Context: an optimization exercise on an open-source flow, tuned for small area, a short achievable clock period and few clock cycles per item. The choices shown serve that exercise and are no tape-out recipe. RTL that was checked went through simulation tests only; none was proved equivalent to the original. Function not checked in run 1: the RTL went through the layout flow alone. Power figures rest on the tool's default switching activity, not on a simulated workload.

===== flow/run.sh =====
#!/bin/bash
# synth_recipe.tcl (not shown) runs the flow's synth.tcl, then flattens the netlist and writes it again
# the make line also repeats each setting of config.mk as NAME=value (left out here)
make -C /OpenROAD-flow-scripts/flow DESIGN_CONFIG=/design/flow/config.mk WORK_HOME=/design/flow/orfs CLKGATE_MAP_FILE= SYNTH_SCRIPT=/design/flow/synth_recipe.tcl finish

===== flow/config.mk =====
export PLATFORM = sky130hd
export DESIGN_NAME = riscv_top
export DESIGN_NICKNAME = riscv_top
export VERILOG_FILES = /design/flow/design.v
export SDC_FILE = /design/flow/constraint.sdc
export NUM_CORES = 4
export LEC_CHECK = 0
export CAP_MARGIN = 20
export CORE_MARGIN = 2
export CORE_UTILIZATION = 40
export SLEW_MARGIN = 20

===== flow/constraint.sdc =====
create_clock -name core_clock -period 10.5 [get_ports {clk}]
set_input_delay 2.1000 -clock core_clock [delete_from_list [all_inputs] [get_ports {clk}]]
set_output_delay 2.1000 -clock core_clock [all_outputs]
set_load 0.01 [all_outputs]

===== flow/design.v =====
module riscv_top(
    input clk,
    input rst_n,
    output [15:0] imem_addr,
    input  [31:0] imem_rdata,
    output [15:0] dmem_addr,
    input  [31:0] dmem_rdata,
    output        dmem_we,
    output [31:0] dmem_wdata,
    output        debug_wb_have_inst,
    output [31:0] debug_wb_pc,
    output        debug_wb_ena,
    output [4:0]  debug_wb_reg,
    output [31:0] debug_wb_value
    );
    reg  [30:0] pc_f;                     
    reg  [30:0] pc_d;                     
    reg  [31:0] inst_d;
    reg         v_d;
    reg  [30:0] pc_e;                     
    reg  [30:0] tgt_e;                    
    reg  [31:0] a_e, b_e, sd_e;
    reg  [4:0]  rd_e;
    reg  [2:0]  fn_e;                     
    reg         alt_e;                    
    reg         v_e, wen_e, ld_e, st_e, br_e, jalr_e, link_e, pred_e;
    reg  [30:0] pc_m;                     
    reg  [31:0] res_m, sd_m;
    reg  [4:0]  rd_m;
    reg         v_m, wen_m, ld_m, st_m;
    reg  [30:0] pc_w;                     
    reg  [31:0] val_w;
    reg  [4:0]  rd_w;
    reg         v_w, wen_w;
    reg  [31:0] rf [1:31];
    wire [6:0] op_d  = inst_d[6:0];
    wire [2:0] f3_d  = inst_d[14:12];
    wire [6:0] f7_d  = inst_d[31:25];
    wire [4:0] rs1_d = inst_d[19:15];
    wire [4:0] rs2_d = inst_d[24:20];
    wire [4:0] rd_d  = inst_d[11:7];
    wire is_op   = op_d == 7'b0110011;
    wire is_opi  = op_d == 7'b0010011;
    wire is_ld   = op_d == 7'b0000011;
    wire is_st   = op_d == 7'b0100011;
    wire is_br   = op_d == 7'b1100011;
    wire is_lui  = op_d == 7'b0110111;
    wire is_jal  = op_d == 7'b1101111;
    wire is_jalr = op_d == 7'b1100111;
    wire f3_ok   = f3_d[2:1] != 2'b01;                    
    wire r_ok    = is_op & f3_ok & ((f7_d == 7'b0000000) |
                   ((f7_d == 7'b0100000) & (f3_d == 3'b000 | f3_d == 3'b101)));
    wire i_ok    = is_opi & f3_ok & ((f3_d != 3'b101) | (f7_d == 7'b0000000) | (f7_d == 7'b0100000));
    wire br_ok   = is_br & (f3_d[2:1] == 2'b00 || f3_d[2:1] == 2'b10);
    wire use1    = r_ok | i_ok | is_ld | is_st | br_ok | is_jalr;
    wire use2    = r_ok | is_st | br_ok;
    wire wen_d   = r_ok | i_ok | is_ld | is_lui | is_jal | is_jalr;
    wire [31:0] imm_i = {{20{inst_d[31]}}, inst_d[31:20]};
    wire [31:0] imm_s = {{20{inst_d[31]}}, inst_d[31:25], inst_d[11:7]};
    wire [31:0] imm_b = {{20{inst_d[31]}}, inst_d[7], inst_d[30:25], inst_d[11:8], 1'b0};
    wire [31:0] imm_u = {inst_d[31:12], 12'b0};
    wire [31:0] imm_j = {{12{inst_d[31]}}, inst_d[19:12], inst_d[20], inst_d[30:21], 1'b0};
    wire [31:0] imm_d = is_st ? imm_s : is_lui ? imm_u : imm_i;
    wire [30:0] tgt_d = pc_d + (is_jal ? imm_j[31:1] : imm_b[31:1]);
    wire pred_d = is_jal | (br_ok & inst_d[31]);
    wire [31:0] rf1 = (rs1_d == 5'd0) ? 32'd0 : rf[rs1_d];
    wire [31:0] rf2 = (rs2_d == 5'd0) ? 32'd0 : rf[rs2_d];
    wire [31:0] res_e;
    wire [31:0] val_m = ld_m ? dmem_rdata : res_m;
    wire e1 = wen_e & (rd_e == rs1_d) & (rs1_d != 5'd0);
    wire m1 = wen_m & (rd_m == rs1_d) & (rs1_d != 5'd0);
    wire w1 = wen_w & (rd_w == rs1_d) & (rs1_d != 5'd0);
    wire e2 = wen_e & (rd_e == rs2_d) & (rs2_d != 5'd0);
    wire m2 = wen_m & (rd_m == rs2_d) & (rs2_d != 5'd0);
    wire w2 = wen_w & (rd_w == rs2_d) & (rs2_d != 5'd0);
    wire [31:0] fa = e1 ? res_e : m1 ? val_m : w1 ? val_w : rf1;
    wire [31:0] fb = e2 ? res_e : m2 ? val_m : w2 ? val_w : rf2;
    wire stall   = v_d & ld_e & (rd_e != 5'd0) &
                   ((use1 & (rs1_d == rd_e)) | (use2 & (rs2_d == rd_e)));
    wire redir_e;
    wire [30:0] rpc_e;
    wire redir_d = v_d & pred_d & ~stall;
    assign imem_addr = pc_f[16:1];
    always @(posedge clk or negedge rst_n) begin
        if (!rst_n) begin
            pc_f <= 31'h7ffffffe;
            v_d  <= 1'b0;
        end else if (redir_e) begin
            pc_f <= rpc_e;
            v_d  <= 1'b0;
        end else if (stall) begin
            pc_f <= pc_f;
        end else if (redir_d) begin
            pc_f <= tgt_d;
            v_d  <= 1'b0;
        end else begin
            pc_f <= pc_f + 31'd2;
            v_d  <= 1'b1;
        end
    end
    always @(posedge clk) begin
        if (!stall) begin
            pc_d   <= pc_f;
            inst_d <= imem_rdata;
        end
    end
    wire kill_e = redir_e | stall | ~v_d;
    always @(posedge clk or negedge rst_n) begin
        if (!rst_n) begin
            v_e <= 1'b0; wen_e <= 1'b0; ld_e <= 1'b0; st_e <= 1'b0;
            br_e <= 1'b0; jalr_e <= 1'b0; link_e <= 1'b0; pred_e <= 1'b0;
        end else if (kill_e) begin
            v_e <= 1'b0; wen_e <= 1'b0; ld_e <= 1'b0; st_e <= 1'b0;
            br_e <= 1'b0; jalr_e <= 1'b0; link_e <= 1'b0; pred_e <= 1'b0;
        end else begin
            v_e    <= 1'b1;
            wen_e  <= wen_d;
            ld_e   <= is_ld;
            st_e   <= is_st;
            br_e   <= br_ok;
            jalr_e <= is_jalr;
            link_e <= is_jal | is_jalr;
            pred_e <= pred_d;
        end
    end
    always @(posedge clk) begin
        pc_e  <= pc_d;
        tgt_e <= tgt_d;
        rd_e  <= rd_d;
        a_e   <= is_lui ? 32'd0 : fa;
        b_e   <= (r_ok | br_ok) ? fb : imm_d;
        sd_e  <= fb;
        fn_e  <= (r_ok | i_ok) ? f3_d : is_lui ? 3'b010 : br_ok ? {2'b00, ~f3_d[2]} : 3'b000;
        alt_e <= (r_ok & f7_d[5]) | (i_ok & (f3_d == 3'b101) & f7_d[5]) | br_ok;
    end
    wire [31:0] bb   = alt_e ? ~b_e : b_e;
    wire [31:0] sum  = a_e + bb + {31'd0, alt_e};
    wire [4:0]  sh   = b_e[4:0];
    wire [31:0] sll  = a_e << sh;
    wire [31:0] srx  = $signed({alt_e & a_e[31], a_e}) >>> sh;
    reg  [31:0] alu;
    always @(*) begin
        case (fn_e)
            3'b000: alu = sum;
            3'b001: alu = sll;
            3'b010: alu = b_e;
            3'b100: alu = a_e ^ b_e;
            3'b101: alu = srx;
            3'b110: alu = a_e | b_e;
            3'b111: alu = a_e & b_e;
            default: alu = sum;
        endcase
    end
    wire [30:0] link = pc_e + 31'd2;
    assign res_e = link_e ? {link, 1'b0} : alu;
    wire eq  = a_e == b_e;
    wire lt  = $signed(a_e) < $signed(b_e);
    reg  [1:0] bf_e;                      
    always @(posedge clk) bf_e <= {f3_d[2], f3_d[0]};
    wire cond  = (bf_e[1] ? lt : eq) ^ bf_e[0];
    assign redir_e = (br_e & (cond ^ pred_e)) | jalr_e;
    assign rpc_e   = jalr_e ? sum[31:1] : pred_e ? link : tgt_e;
    always @(posedge clk or negedge rst_n) begin
        if (!rst_n) begin
            v_m <= 1'b0; wen_m <= 1'b0; ld_m <= 1'b0; st_m <= 1'b0;
        end else begin
            v_m <= v_e; wen_m <= wen_e; ld_m <= ld_e; st_m <= st_e;
        end
    end
    always @(posedge clk) begin
        pc_m  <= pc_e;
        res_m <= res_e;
        sd_m  <= sd_e;
        rd_m  <= rd_e;
    end
    assign dmem_addr  = res_m[17:2];
    assign dmem_we    = st_m;
    assign dmem_wdata = sd_m;
    always @(posedge clk or negedge rst_n) begin
        if (!rst_n) begin
            v_w <= 1'b0; wen_w <= 1'b0;
        end else begin
            v_w <= v_m; wen_w <= wen_m;
        end
    end
    always @(posedge clk) begin
        pc_w  <= pc_m;
        val_w <= val_m;
        rd_w  <= rd_m;
    end
    always @(posedge clk) begin
        if (wen_w && rd_w != 5'd0) rf[rd_w] <= val_w;
    end
    assign debug_wb_have_inst = v_w;
    assign debug_wb_pc        = {pc_w, 1'b0};
    assign debug_wb_ena       = wen_w;
    assign debug_wb_reg       = rd_w;
    assign debug_wb_value     = val_w;
endmodule

==> out/results.ini, run 1 <==
[run_status]
run_status = timing/DRC/antenna clean

[clock_network]
inserted_clock_buffers = 156
cts.sink_count = 1448
cts_tree = done
cts.repair_timing.setup_buffer_count = 0
clk_transition_reported_paths_ps = 60
cts.htree.levels = 4
worst_skew_pair.late_latency_ps = 830
cts_repair_resized_insts = 0
cts_root_buf = clkbuf_16
holdBufCountCts = 0
ctsLongestPathBuffers = 3

[setup_path]
worst-endpoint-arrival_ps = 5580
setup_crit_end_kind = flip-flop
ff2ff_setup_slack_ps = 5580
criticalPathCategory = flip-flop to flip-flop
worstPathMaxFanout = 101
timing.critical_path.slowest_stage_cell = buf_4
critical_path.max_stage_delay_ps = 800
data_required_time_at_the_worst_endpoint_ps = 11160
critical_path.cell_chain = buf_12 -> buf_4 -> mux4_2 -> mux4_2 -> nand2_1 -> a21oi_1 -> a211oi_1 -> a211oi_1 -> a221oi_1 -> o21ai_0
critical_path.startpoint_type = flip-flop

[yosys]
yosys_register_bits = 1448
synth_fp_nets = 5447
synth_top_flop_cell = edfxtp_1
synthesis.area_per_instance_um2 = 14.0
ys_seq_area_share_pct = 54.3
synth_area_um2 = 73300
netlist_instances = 5220
synth_compound_gate_area_share_pct = 9.54
synth_cell_type_count = 105
synth_enable_flop_cells = 1055
synthAdderAreaFrac_pct = 2.77
mux_contribution_to_synthesized_area_pct = 21.8
synth_async_sr_flop_share_pct = 3.18
synth_xor_area_share_pct = 1.92
synthSimpleGateAreaFrac_pct = 6.20
largest_family_of_logic_cells_by_synthesized_area = multiplexers
number_of_warnings_printed_during_yosys_synthesis = 1

[routing]
vias_per_cell = 6.32
antenna_violation_net_count_after_detailed_routing = 0
drt_drc_violations_left = 0
wirelength_mm = 254
first_pass_iters = 8
num_vias = 49331
starting_drc_count_in_detailed_routing = 5865
wl_per_cell_um = 32.5

[grt]
grt_start_max_net_pins = 111
grt_first_pass_wirelength_mm = 359
via_count_of_the_first_global_routing_pass = 48825
globalRouteTotalUtil_pct = 26.9
globalRoute.totalOverflow = 0
grt_antenna_before_repair = 9

[sta]
part_of_the_cycle_the_worst_path_needs_pct = 46.9
clock.fmax_mhz = 203
skew_ps = 40.1
setup_violations = 0
timing_hold_violations_final = 0
sum_of_negative_setup_slack_ps = 0
max_slew_margin_pct = 22.3
min_period_ps = 4920
report.final.slew_viol_count = 0
grt_setup_unrepaired = false
max_slew.worst_pin.slew_ps = 1150

[place]
detailed_place_hpwl_mm = 159
port_buffers = 200
finalWeightedCongestion = 0.988

[floorplan]
die-area_um2 = 187000
starting_density_of_the_core_pct = 40.2
num_rows = 157
dieWidth_um = 432
floorplan.io_pins = 202
floorplan.core_area_um2 = 182000
dieHeight_um = 432

[power]
irDropWorstVdd_mv = 0.130
pwr_dens_nw_per_um2 = 204
leakagePower_nw = 28.4
post-layout-total-power_w = 0.0169

[hold_path]
hold_path.class = flip-flop to flip-flop

[finish]
post_route_cells_drive_above_1_share_pct = 21.1
finish.net_count = 5523
final_common_cell = edfxtp_1
final_core_utilization_pct = 45.4
mostFrequentLayoutCells = 1055 x edfxtp_1, 603 x mux4_2, 337 x nor2_1, 327 x dfxtp_1, 270 x nand2_1
syn_to_final_growth_pct = 12.9

[flow_run]
max_capacitance_violation_total = 0

-- worst paths after layout --
check                                 start               end  cells past startpoint
min in group asynchronous             rst_n  pred_e$_DFF_PN0_                      2
max in group asynchronous             rst_n  jalr_e$_DFF_PN0_                      2
hold / removal             pc_m[14]$_DFF_P_  pc_w[14]$_DFF_P_                      0
setup reg to reg                  flip-flop   b_e[27]$_DFF_P_                     10
setup / recovery                  flip-flop   b_e[27]$_DFF_P_                     10
hold reg to reg            pc_m[14]$_DFF_P_  pc_w[14]$_DFF_P_                      0
-- metrics by stage --
| step | cells | cell area [um^2] | hold WS (ps) | setup slack (ps) |
|---|---|---|---|---|
| 5_1_grt | 7806 | 82800 | 329 | 5320 |
| 6_report | 7810 | 82800 | 316 | 5580 |
| 2_1_floorplan | 5220 | 73300 | 310 | 6440 |
| 3_5_place_dp | 7522 | 77700 | 312 | 5650 |
| 4_1_cts | 7805 | 82700 | 321 | 5480 |
| 3_3_place_gp | 7522 | 77700 | 310 | 5640 |
-- per-layer routing --
metal / share of wire [%] / track usage (%) / up-vias
met5: 0.0051 / 0 / -
met4: 6.1 / 15.0 / 2
met3: 7.9 / 4.57 / 597
met2: 48 / 44.1 / 2561
met1: 38 / 33.9 / 25401
li1: - / - / 20770
-- kinds of logic after synthesis --
family | Yosys count
AOI/OAI and AO/OA | 1064
and+or+nand+nor | 991
muxes | 836
other | 1
xor gates and xnor gates | 161
adders and majority gates | 161
DFF | 1448
buffers and inverters | 558
-- critical path, delay by kind of cell (launching register included) --
kind	cells	cell delay (ps)
buf+inv	2	1430
simple gates	1	80
flops	1	680
mux	2	1060
compound gates	5	1250
-- cell usage after synthesis (all sizes together), types with 52 or more instances --
master / number / area share (%)
mux2i: 190 / 2.6
xor2: 81 / 0.97
a21oi: 264 / 1.8
xnor2: 80 / 0.96
a211oi: 148 / 1.5
o21ai: 246 / 1.7
o211ai: 63 / 0.65
ha: 159 / 2.7
nor3: 70 / 0.49
nor2: 371 / 1.9
nand3: 72 / 0.49
nand2: 270 / 1.4
edfxtp: 1055 / 43
inv: 136 / 0.70
a21o: 52 / 0.53
dfxtp: 347 / 9.5
clkbuf: 240 / 1.2
mux4: 605 / 19
buf: 179 / 1.5
-- state kept, by name (all words and copies together), names as in the netlist, 5 cells and up, named ones only --
| register | count |
|---|---|
| res_m | 32 |
| b_e | 32 |
| rd_w | 5 |
| sd_m | 32 |
| pc_f | 31 |
| sd_e | 32 |
| rd_m | 5 |
| val_w | 32 |
| rf | 992 |
| pc_w | 31 |
| pc_m | 31 |
| pc_e | 31 |
| rd_e | 5 |
| tgt_e | 31 |
| pc_d | 31 |
| a_e | 32 |
| inst_d | 32 |
-- area by class of cell --
class                   count  area, um^2
diodes                      4        10.0
clock buffers             203        4270
clock inverters            80         772
fillers                 16009       99700
inverters                 139         522
multi-input cells        3214       31300
flip-flops and latches   1448       39900
well taps                2385        2980
repair buffers            337        3090
-- where the power goes --
group	internal (W)	total [W]	leakage [nW]	switching [W]
Clock	0.00313	0.00546	2.48	0.00233
Combinational	0.00141	0.00368	12.9	0.00227
Sequential	0.00717	0.00777	13.0	0.000604
==> run 2: changes to the inputs <==
--- a/flow/design.v
+++ b/flow/design.v
@@ -15,7 +15,9 @@
     );
     reg  [30:0] pc_f;                     
+    reg         btb_v;                    
+    reg  [30:0] btb_pc, btb_tgt;
     reg  [30:0] pc_d;                     
     reg  [31:0] inst_d;
-    reg         v_d;
+    reg         v_d, bp_d;                
     reg  [30:0] pc_e;                     
     reg  [30:0] tgt_e;                    
@@ -64,6 +66,14 @@
     wire [30:0] tgt_d = pc_d + (is_jal ? imm_j[31:1] : imm_b[31:1]);
     wire pred_d = is_jal | (br_ok & inst_d[31]);
-    wire [31:0] rf1 = (rs1_d == 5'd0) ? 32'd0 : rf[rs1_d];
-    wire [31:0] rf2 = (rs2_d == 5'd0) ? 32'd0 : rf[rs2_d];
+    reg  [31:0] rf1, rf2;
+    integer k;
+    always @(*) begin
+        rf1 = 32'd0;
+        rf2 = 32'd0;
+        for (k = 1; k < 32; k = k + 1) begin
+            rf1 = rf1 | ({32{rs1_d == k[4:0]}} & rf[k]);
+            rf2 = rf2 | ({32{rs2_d == k[4:0]}} & rf[k]);
+        end
+    end
     wire [31:0] res_e;
     wire [31:0] val_m = ld_m ? dmem_rdata : res_m;
@@ -80,6 +90,19 @@
     wire redir_e;
     wire [30:0] rpc_e;
-    wire redir_d = v_d & pred_d & ~stall;
+    wire redir_d = v_d & pred_d & ~bp_d & ~stall;
     assign imem_addr = pc_f[16:1];
+    wire hit_f = btb_v & (pc_f == btb_pc);
+    always @(posedge clk or negedge rst_n) begin
+        if (!rst_n)
+            btb_v <= 1'b0;
+        else if (redir_d)
+            btb_v <= 1'b1;
+    end
+    always @(posedge clk) begin
+        if (redir_d) begin
+            btb_pc  <= pc_d;
+            btb_tgt <= tgt_d;
+        end
+    end
     always @(posedge clk or negedge rst_n) begin
         if (!rst_n) begin
@@ -95,5 +118,5 @@
             v_d  <= 1'b0;
         end else begin
-            pc_f <= pc_f + 31'd2;
+            pc_f <= hit_f ? btb_tgt : pc_f + 31'd2;
             v_d  <= 1'b1;
         end
@@ -103,4 +126,5 @@
             pc_d   <= pc_f;
             inst_d <= imem_rdata;
+            bp_d   <= hit_f;
         end
     end
@@ -121,5 +145,5 @@
             jalr_e <= is_jalr;
             link_e <= is_jal | is_jalr;
-            pred_e <= pred_d;
+            pred_e <= pred_d;   
         end
     end
==> out/results.ini, run 2 <==
[routing]
wirelength_mm = 346
wl_per_cell_um = 40.4
routed-wl-met2_mm = 148
num_vias = 60808
first_pass_iters = 13
wirelength_met1_mm = 115
drt_drc_violations_left = 0
met3WireLength_mm = 48.6
antenna_violation_net_count_after_detailed_routing = 0
vias_per_cell = 7.10
starting_drc_count_in_detailed_routing = 13464
top_layer = met5

[power]
internal_power_w = 0.0122
leakagePower_nw = 28.6
p_comb_share_pct = 22.0
p_seq_share_pct = 46.0
p_switching_w = 0.00593
pwr_dens_nw_per_um2 = 224
post-layout-total-power_w = 0.0182
switching_share_pct = 32.7
p_clk_share_pct = 32.1
irDropWorstVdd_mv = 0.181

[finish]
final_core_utilization_pct = 46.5
fillerInstances = 15674
number_of_flip_flops_under_the_largest_register_name = 992
largest-register = rf
multi_input_area_um2 = 27200
instances_no_fill = 8569
post_route_cells_drive_above_1_share_pct = 11.9
mostFrequentLayoutCells = 1118 x edfxtp_1, 892 x a22oi_1, 507 x nand2_1, 323 x nor2_1, 322 x dfxtp_1
final_common_cell = edfxtp_1
seqCellArea_um2 = 41600
finish.net_count = 6324
syn_to_final_growth_pct = 15.2

[setup_path]
worst-endpoint-arrival_ps = 6100
worstPathMaxFanout = 43
critical_path.startpoint_type = flip-flop
critical_path.max_stage_delay_ps = 930
critical_path.cell_chain = buf_4 -> inv_1 -> ha_1 -> nor4_1 -> nand3_1 -> a211oi_1 -> a41o_1 -> or2_1 -> nor2_1 -> o31ai_2
data_required_time_at_the_worst_endpoint_ps = 11260
setup_crit_end_kind = flip-flop
timing.critical_path.slowest_stage_cell = a41o_1
criticalPathCategory = flip-flop to flip-flop

[yosys]
synth_async_sr_flop_share_pct = 3.13
netlist_instances = 5969
synth_fp_nets = 6196
synth_cell_type_count = 98
number_of_warnings_printed_during_yosys_synthesis = 1
synthesis.area_per_instance_um2 = 11.8
synth_top_flop_cell = edfxtp_1
synthAdderAreaFrac_pct = 2.88
yosys_register_bits = 1502
synthSimpleGateAreaFrac_pct = 9.98
synth_xor_area_share_pct = 2.51
ys_seq_area_share_pct = 59.0
synth_area_um2 = 70400
synth_enable_flop_cells = 1118
post_synth_most_frequent_cells = 1118 x edfxtp_1, 892 x a22oi_1, 507 x nand2_1
largest_family_of_logic_cells_by_synthesized_area = compound AO/OA/AOI/OAI gates
synth_compound_gate_area_share_pct = 18.6
synth_area_leader_cell = edfxtp_1
yosys_top_cell_area_share_pct = 47.7
synth_most_common_cell = edfxtp_1
synth.top_cells.by_area = edfxtp_1 48%, dfxtp_1 9.6%, a22oi_1 9.5%
mux_contribution_to_synthesized_area_pct = 3.63

[place]
place_inst = 8263
detailed_place_hpwl_mm = 206
finalWeightedCongestion = 0.996
port_buffers = 200

[clock_network]
cts.repair_timing.setup_buffer_count = 0
clk_transition_reported_paths_ps = 60
worst_skew_pair.late_latency_ps = 880
holdBufCountCts = 0
inserted_clock_buffers = 156
ctsLongestPathBuffers = 3
cts_repair_resized_insts = 0
cts.htree.levels = 4
cts_root_buf = clkbuf_16
cts_tree = done
cts.sink_count = 1502

[sta]
part_of_the_cycle_the_worst_path_needs_pct = 50.8
report.final.slew_viol_count = 0
skew_ps = 76.5
timing_hold_violations_final = 0
grt_setup_unrepaired = false
clock.fmax_mhz = 187
min_period_ps = 5330
max_slew.worst_pin.slew_ps = 1260
max_slew_margin_pct = 16.0
sum_of_negative_setup_slack_ps = 0
setup_violations = 0

[floorplan]
die-area_um2 = 179000
num_rows = 153
floorplan.io_pins = 202
floorplan.core_area_um2 = 174000
dieHeight_um = 423
starting_density_of_the_core_pct = 40.3
dieWidth_um = 423

[grt]
grt_start_max_net_pins = 71
grt_antenna_before_repair = 13
grt_first_pass_wirelength_mm = 468
via_count_of_the_first_global_routing_pass = 57623
globalRoute.totalOverflow = 0
globalRouteTotalUtil_pct = 37.5

[hold_path]
hold_path.class = flip-flop to flip-flop

[run_status]
run_status = timing/DRC/antenna clean

[flow_run]
max_capacitance_violation_total = 0

-- run 2: cell types whose count changed in the layout (fill, tap and decap cells not counted), sizes merged, moves of 57 or more --
| cell | previous run | this run |
|---|---|---|
| a22oi | 10 | 892 |
| mux4 | 605 | 68 |
| nand2 | 270 | 507 |
| mux2i | 190 | 57 |
| nand3 | 72 | 177 |
| a211oi | 148 | 72 |
| a222oi | 0 | 65 |
| edfxtp | 1055 | 1118 |
| buf | 138 | 199 |
| nand4 | 30 | 88 |
| nor3 | 70 | 127 |
-- run 2: final cells by class --
type | instances | share of cell area [%]
clock inverters | 88 | 1.33
multi-input cells | 3907 | 33.6
repair buffers | 399 | 4.30
well taps | 2325 | 3.59
clock buffers | 205 | 5.25
diodes | 12 | 0.0371
inverters | 131 | 0.608
flip-flops and latches | 1502 | 51.3
-- run 2: power by group through the flow --
stage,Sequential (W),Combinational [W],Clock (W)
final,0.00834,0.00399,0.00582
after global routing,0.00839,0.00414,0.00605
after CTS,0.00832,0.00384,0.00582
after detailed placement,0.00844,0.00382,0
after global placement,0.00843,0.00380,0
after floorplan,0.00831,0.00187,0
-- run 2: cell families (layout without fill, tap and decap cells) --
family | Yosys count | after routing
AOI/OAI and AO/OA | 1846 | 1846
xor gates and xnor gates | 202 | 202
adders and majority gates | 161 | 161
buffers and inverters | 560 | 823
DFF | 1502 | 1502
muxes | 165 | 165
other | 1 | 13
and+or+nand+nor | 1532 | 1532
-- run 2: layer usage --
metal  GRT usage, %  vias to the layer above
li1               -                    23521
met1           44.1                    29490
met4           29.1                       12
met2           56.0                     5950
met5          0.457                        -
met3           12.9                     1835
-- run 2: worst paths after layout --
path,start,end,slack (ps),cells past startpoint
min reg2reg,pc_m[23]$_DFF_P_,pc_w[23]$_DFF_P_,330,0
max in group asynchronous,rst_n,ld_m$_DFF_PN0_,8550,2
max reg2reg,b_e[0]$_DFF_P_,pc_f[7]$_DFFE_PN1P_,5170,10
min in group asynchronous,rst_n,btb_v$_DFFE_PN0P_,1380,2
max,b_e[0]$_DFF_P_,pc_f[7]$_DFFE_PN1P_,5170,10
min,pc_m[23]$_DFF_P_,pc_w[23]$_DFF_P_,330,0
-- run 2: worst max-delay path, delay by kind of cell, from the launching register on --
| family | cells | cell delay, ps |
|---|---|---|
| AO/OA/AOI/OAI | 3 | 1480 |
| adder cells (fa/ha/maj) | 1 | 370 |
| buffers and inverters | 2 | 1010 |
| flip-flops | 1 | 680 |
| AND/OR/NAND/NOR | 4 | 1680 |
-- run 2: stage by stage --
stage | worst slack, ps | cell area, um^2 | hold WS, ps
global route | 4910 | 81000 | 329
finish | 5170 | 81000 | 325
detailed placement | 5270 | 75700 | 312
global placement | 5210 | 75700 | 310
CTS | 5240 | 81000 | 326
floorplan | 6180 | 70400 | 310
Testbench counts of run 2, summed over its fixed seeds: cycles 17,645, instrs 15,783.
==> run 3: changes to the inputs <==
--- a/flow/design.v
+++ b/flow/design.v
@@ -1,2 +1,51 @@
+module ks_add #(parameter W = 32) (
+    input  [W-1:0] a,
+    input  [W-1:0] b,
+    input          cin,
+    output [W-1:0] sum,
+    output         cout
+    );
+    localparam L = (W > 16) ? 5 : (W > 8) ? 4 : (W > 4) ? 3 : (W > 2) ? 2 : 1;
+    wire [W-1:0] p0 = a ^ b;
+    wire [W-1:0] g0 = a & b;
+    wire [W-1:0] g [0:L];
+    wire [W-1:0] p [0:L];
+    assign g[0] = {g0[W-1:1], g0[0] | (p0[0] & cin)};
+    assign p[0] = p0;
+    genvar l, i;
+    generate
+        for (l = 0; l < L; l = l + 1) begin : lvl
+            for (i = 0; i < W; i = i + 1) begin : bt
+                if (i >= (1 << l)) begin : comb
+                    assign g[l+1][i] = g[l][i] | (p[l][i] & g[l][i - (1 << l)]);
+                    assign p[l+1][i] = p[l][i] & p[l][i - (1 << l)];
+                end else begin : ps
+                    assign g[l+1][i] = g[l][i];
+                    assign p[l+1][i] = p[l][i];
+                end
+            end
+        end
+    endgenerate
+    assign sum  = p0 ^ {g[L][W-2:0], cin};
+    assign cout = g[L][W-1];
+endmodule
+module incdec #(parameter W = 8) (
+    input  [W-1:0] x,
+    output [W-1:0] inc,
+    output [W-1:0] dec
+    );
+    genvar i;
+    generate
+        for (i = 0; i < W; i = i + 1) begin : bt
+            if (i == 0) begin : b0
+                assign inc[0] = ~x[0];
+                assign dec[0] = ~x[0];
+            end else begin : bn
+                assign inc[i] = x[i] ^ (&x[i-1:0]);
+                assign dec[i] = x[i] ^ ~(|x[i-1:0]);
+            end
+        end
+    endgenerate
+endmodule
 module riscv_top(
     input clk,
@@ -15,9 +64,7 @@
     );
     reg  [30:0] pc_f;                     
-    reg         btb_v;                    
-    reg  [30:0] btb_pc, btb_tgt;
     reg  [30:0] pc_d;                     
     reg  [31:0] inst_d;
-    reg         v_d, bp_d;                
+    reg         v_d, pred_d;              
     reg  [30:0] pc_e;                     
     reg  [30:0] tgt_e;                    
@@ -65,5 +112,4 @@
     wire [31:0] imm_d = is_st ? imm_s : is_lui ? imm_u : imm_i;
     wire [30:0] tgt_d = pc_d + (is_jal ? imm_j[31:1] : imm_b[31:1]);
-    wire pred_d = is_jal | (br_ok & inst_d[31]);
     reg  [31:0] rf1, rf2;
     integer k;
@@ -90,19 +136,22 @@
     wire redir_e;
     wire [30:0] rpc_e;
-    wire redir_d = v_d & pred_d & ~bp_d & ~stall;
     assign imem_addr = pc_f[16:1];
-    wire hit_f = btb_v & (pc_f == btb_pc);
-    always @(posedge clk or negedge rst_n) begin
-        if (!rst_n)
-            btb_v <= 1'b0;
-        else if (redir_d)
-            btb_v <= 1'b1;
-    end
-    always @(posedge clk) begin
-        if (redir_d) begin
-            btb_pc  <= pc_d;
-            btb_tgt <= tgt_d;
-        end
-    end
+    wire [31:0] fi = imem_rdata;
+    wire pred_f = (fi[6:0] == 7'b1101111) | ((fi[6:0] == 7'b1100011) & ~fi[13] & fi[31]);
+    wire jal_f  = fi[3];
+    wire [19:0] offj = {fi[31], fi[19:12], fi[20], fi[30:21]};
+    wire [11:0] offb = {fi[31], fi[7], fi[30:25], fi[11:8]};
+    wire [19:0] lowj;
+    wire [11:0] lowb;
+    wire        cj, cb;
+    ks_add #(20) add_j (.a(pc_f[19:0]), .b(offj), .cin(1'b0), .sum(lowj), .cout(cj));
+    ks_add #(12) add_b (.a(pc_f[11:0]), .b(offb), .cin(1'b0), .sum(lowb), .cout(cb));
+    wire [10:0] hij_p, hij_m;
+    wire [18:0] hib_p, hib_m;
+    incdec #(11) idj (.x(pc_f[30:20]), .inc(hij_p), .dec(hij_m));
+    incdec #(19) idb (.x(pc_f[30:12]), .inc(hib_p), .dec(hib_m));
+    wire [10:0] hij = (cj == fi[31]) ? pc_f[30:20] : cj ? hij_p : hij_m;
+    wire [18:0] hib = (cb == fi[31]) ? pc_f[30:12] : cb ? hib_p : hib_m;
+    wire [30:0] tgt_f = jal_f ? {hij, lowj} : {hib, lowb};
     always @(posedge clk or negedge rst_n) begin
         if (!rst_n) begin
@@ -114,9 +163,6 @@
         end else if (stall) begin
             pc_f <= pc_f;
-        end else if (redir_d) begin
-            pc_f <= tgt_d;
-            v_d  <= 1'b0;
-        end else begin
-            pc_f <= hit_f ? btb_tgt : pc_f + 31'd2;
+        end else begin
+            pc_f <= pred_f ? tgt_f : pc_f + 31'd2;
             v_d  <= 1'b1;
         end
@@ -126,5 +172,5 @@
             pc_d   <= pc_f;
             inst_d <= imem_rdata;
-            bp_d   <= hit_f;
+            pred_d <= pred_f;
         end
     end
@@ -145,5 +191,5 @@
             jalr_e <= is_jalr;
             link_e <= is_jal | is_jalr;
-            pred_e <= pred_d;   
+            pred_e <= pred_d;
         end
     end
--- a/flow/config.mk
+++ b/flow/config.mk
@@ -9,3 +9,4 @@
 export CORE_MARGIN = 2
 export CORE_UTILIZATION = 40
+export SETUP_SLACK_MARGIN = 5
 export SLEW_MARGIN = 20
==> out/results.ini, run 3 <==
[run_status]
run_status = timing/DRC/antenna clean

[yosys]
synth_cell_type_count = 93
synth_enable_flop_cells = 1056
yosys_top_cell_area_share_pct = 45.4
synth_area_leader_cell = edfxtp_1
largest_family_of_logic_cells_by_synthesized_area = compound AO/OA/AOI/OAI gates
yosys_register_bits = 1439
ys_seq_area_share_pct = 56.7
synth_xor_area_share_pct = 2.23
synthesis.area_per_instance_um2 = 11.5
synth_area_um2 = 69900
synth.top_cells.by_area = edfxtp_1 45%, dfxtp_1 9.7%, a22oi_1 9.5%
synth_fp_nets = 6337
synthSimpleGateAreaFrac_pct = 10.2
mux_contribution_to_synthesized_area_pct = 4.14
synth_compound_gate_area_share_pct = 19.7
synth_most_common_cell = edfxtp_1
post_synth_most_frequent_cells = 1056 x edfxtp_1, 889 x a22oi_1, 513 x nand2_1
synthAdderAreaFrac_pct = 3.43
netlist_instances = 6082
number_of_warnings_printed_during_yosys_synthesis = 3
synth_top_flop_cell = edfxtp_1
synth_async_sr_flop_share_pct = 3.20

[grt]
grt_start_max_net_pins = 69
grt_use_met1_pct = 43.7
via_count_of_the_first_global_routing_pass = 57675
grt.met2_usage_pct = 54.6
grt_antenna_before_repair = 17
global_route.peak_usage_layer = met2
grtUsageMet3_pct = 14.3
globalRoute.totalOverflow = 0
globalRouteTotalUtil_pct = 37.1
grt_first_pass_wirelength_mm = 464

[routing]
num_vias = 61363
antenna_violation_net_count_after_detailed_routing = 0
starting_drc_count_in_detailed_routing = 13035
first_pass_iters = 9
wirelength_mm = 343
drt_drc_violations_left = 0
vias_per_cell = 7.09
wl_per_cell_um = 39.7

[sta]
max_slew_margin_pct = 14.6
skew_ps = 70.6
min_period_ps = 5490
sum_of_negative_setup_slack_ps = 0
setup_violations = 0
part_of_the_cycle_the_worst_path_needs_pct = 52.3
report.final.slew_viol_count = 0
timing_hold_violations_final = 0
grt_setup_unrepaired = false
clock.fmax_mhz = 182
max_slew.worst_pin.slew_ps = 1270

[clock_network]
worst_skew_pair.late_latency_ps = 860
cts_root_buf = clkbuf_16
cts_tree = done
cts.htree.levels = 4
cts.repair_timing.setup_buffer_count = 0
cts.sink_count = 1439
ctsLongestPathBuffers = 3
clk_transition_reported_paths_ps = 60
inserted_clock_buffers = 154

[hold_path]
hold-path-cell-count = 0
hold_path.class = flip-flop to flip-flop

[place]
port_buffers = 200
finalWeightedCongestion = 1.00
detailed_place_hpwl_mm = 202

[setup_path]
startpoint = b_e[23]$_DFF_P_
rr_endpoint = jalr_e$_DFF_PN0_
r2r.worst_path.cells = 15
critical_path.startpoint_type = flip-flop
setup_crit_end_kind = flip-flop
critical_path.reg2reg.startpoint = b_e[23]$_DFF_P_
data_required_time_at_the_worst_endpoint_ps = 11240
worstPathMaxFanout = 23
ff2ff_setup_slack_ps = 5010
worst-endpoint-arrival_ps = 6230
crit_path_end = jalr_e$_DFF_PN0_
criticalPathCategory = flip-flop to flip-flop

[floorplan]
num_rows = 153
floorplan.core_area_um2 = 174000
dieHeight_um = 422
die-area_um2 = 178000
starting_density_of_the_core_pct = 40.2
floorplan.io_pins = 202
dieWidth_um = 422

[finish]
largest-register = rf
finish.net_count = 6451
final_common_cell = edfxtp_1
number_of_flip_flops_under_the_largest_register_name = 992
post_route_cells_drive_above_1_share_pct = 12.0
mostFrequentLayoutCells = 1056 x edfxtp_1, 889 x a22oi_1, 512 x nand2_1, 331 x nor2_1, 327 x dfxtp_1
syn_to_final_growth_pct = 15.3

[flow_run]
max_capacitance_violation_total = 0

[power]
post-layout-total-power_w = 0.0179
leakagePower_nw = 28.7
pwr_dens_nw_per_um2 = 223
irDropWorstVdd_mv = 0.167

-- run 3: changes by cell type after synthesis, moves of 19 or more --
cell | previous run | this run
a31oi_1 | 26 | 54
o211ai_1 | 86 | 53
a21o_1 | 52 | 74
o21ai_0 | 229 | 198
edfxtp_1 | 1118 | 1056
ha_1 | 159 | 185
o21a_1 | 12 | 33
a21oi_1 | 212 | 231
xnor2_1 | 108 | 89
-- run 3: critical path: stages (launching register included) --
cell       delay [ps]
dfxtp_1           620
inv_1             160
ha_1              390
inv_1              70
a2111oi_0         900
a311oi_1          250
a2111oi_1         410
buf_4             210
o2111ai_1         120
o211ai_1          310
mux2i_2           260
buf_4             340
nand2_1           420
inv_2             310
and3_1            350
nor4b_2           230
-- run 3: report_power, final --
group	leakage (nW)	switching (W)	internal [W]	total, W
Sequential	12.9	0.000653	0.00722	0.00788
Combinational	13.1	0.00274	0.00151	0.00425
Clock	2.62	0.00247	0.00335	0.00582
Total	28.7	0.00586	0.0121	0.0179
-- run 3: cells by family after synthesis --
group,after synthesis
compound gates,1928
other cells,1
xor+xnor,178
buf+inv,598
flops,1439
mux,193
simple gates,1556
fa+ha+maj,189
-- run 3: worst min path at each step --
stage | from | end | slack, ps
floorplan | pc_m[0]$_DFF_P_ | pc_w[0]$_DFF_P_ | 310
global placement | sd_e[26]$_DFF_P_ | sd_m[26]$_DFF_P_ | 310
detailed placement | pc_m[17]$_DFF_P_ | pc_w[17]$_DFF_P_ | 310
CTS | pc_m[17]$_DFF_P_ | pc_w[17]$_DFF_P_ | 330
global route | sd_e[29]$_DFF_P_ | sd_m[29]$_DFF_P_ | 330
finish | sd_e[3]$_DFF_P_ | sd_m[3]$_DFF_P_ | 330
-- run 3: stage by stage --
step                setup WS, ps  hold slack (ps)  utilization [%]  instance area, um^2  instances
floorplan                   5640              310                -                69900       6082
global placement            4330              311             43.2                75200       8364
detailed placement          4280              312             43.2                75200       8364
CTS                         5140              327             46.3                80500       8648
global route                5060              329             46.4                80600       8650
finish                      5010              325             46.4                80600       8654
-- run 3: area by class of cell --
class                      count  area (um^2)
multi-input combinational   4045        28500
tap                         2325         2910
clock inverter                86         1130
sequential                  1439        39700
inverter                     149          559
fill                       15872        93200
timing repair buffer         407         3570
antenna                        5         12.5
clock buffer                 198         4230
-- run 3: layer usage --
layer	share of wire [%]	up-vias
met5	0.021	-
met4	9.8	12
met3	15	1813
met2	42	5934
met1	33	29639
li1	-	23965
-- run 3: what timing repair did --
action                                  CTS  global route
gates resized for setup                   0             5
hold buffers                              0             0
endpoints found under the setup margin    0            20
Testbench counts of run 3, summed over its fixed seeds: cycles 17,230, instrs 15,783.

==> afterwards: timing with drivers on the ports <==
How much do the figures lean on ideal ports? The routed layouts below were timed once more, with nothing changed but the port constraints. Step 1 (the two cells are an assumption about what drives the block):
set clk [get_ports {clk}]
set_driving_cell -lib_cell sky130_fd_sc_hd__clkbuf_16 $clk
set_driving_cell -lib_cell sky130_fd_sc_hd__buf_2 [delete_from_list [all_inputs] $clk]
Step 2 times the ports against the registers' clock, not the clock port: input delays grow and output delays shrink by t, the midpoint of the rising clock arrivals with the driver on. Slacks: ideal ports / drivers / drivers and shift; pairs: ideal ports / drivers.
| run | shift t [ns] | setup slack, ns | worst setup path after step 2 | clock arrival spread, ns |
|---|---|---|---|---|
| run 1 | 0.903 | 5.575 / 5.575 / 5.575 | register to register | 0.041 / 0.041 |
| run 2 | 0.934 | 5.166 / 5.166 / 5.166 | register to register | 0.080 / 0.080 |
| run 3 | 0.918 | 5.011 / 5.011 / 4.380 | input to register | 0.076 / 0.075 |
After both steps every run listed still meets setup and hold. For run 3, which loses most, drivers alone change the setup slack by 0.000 ns; drivers and shift together by -0.631 ns.
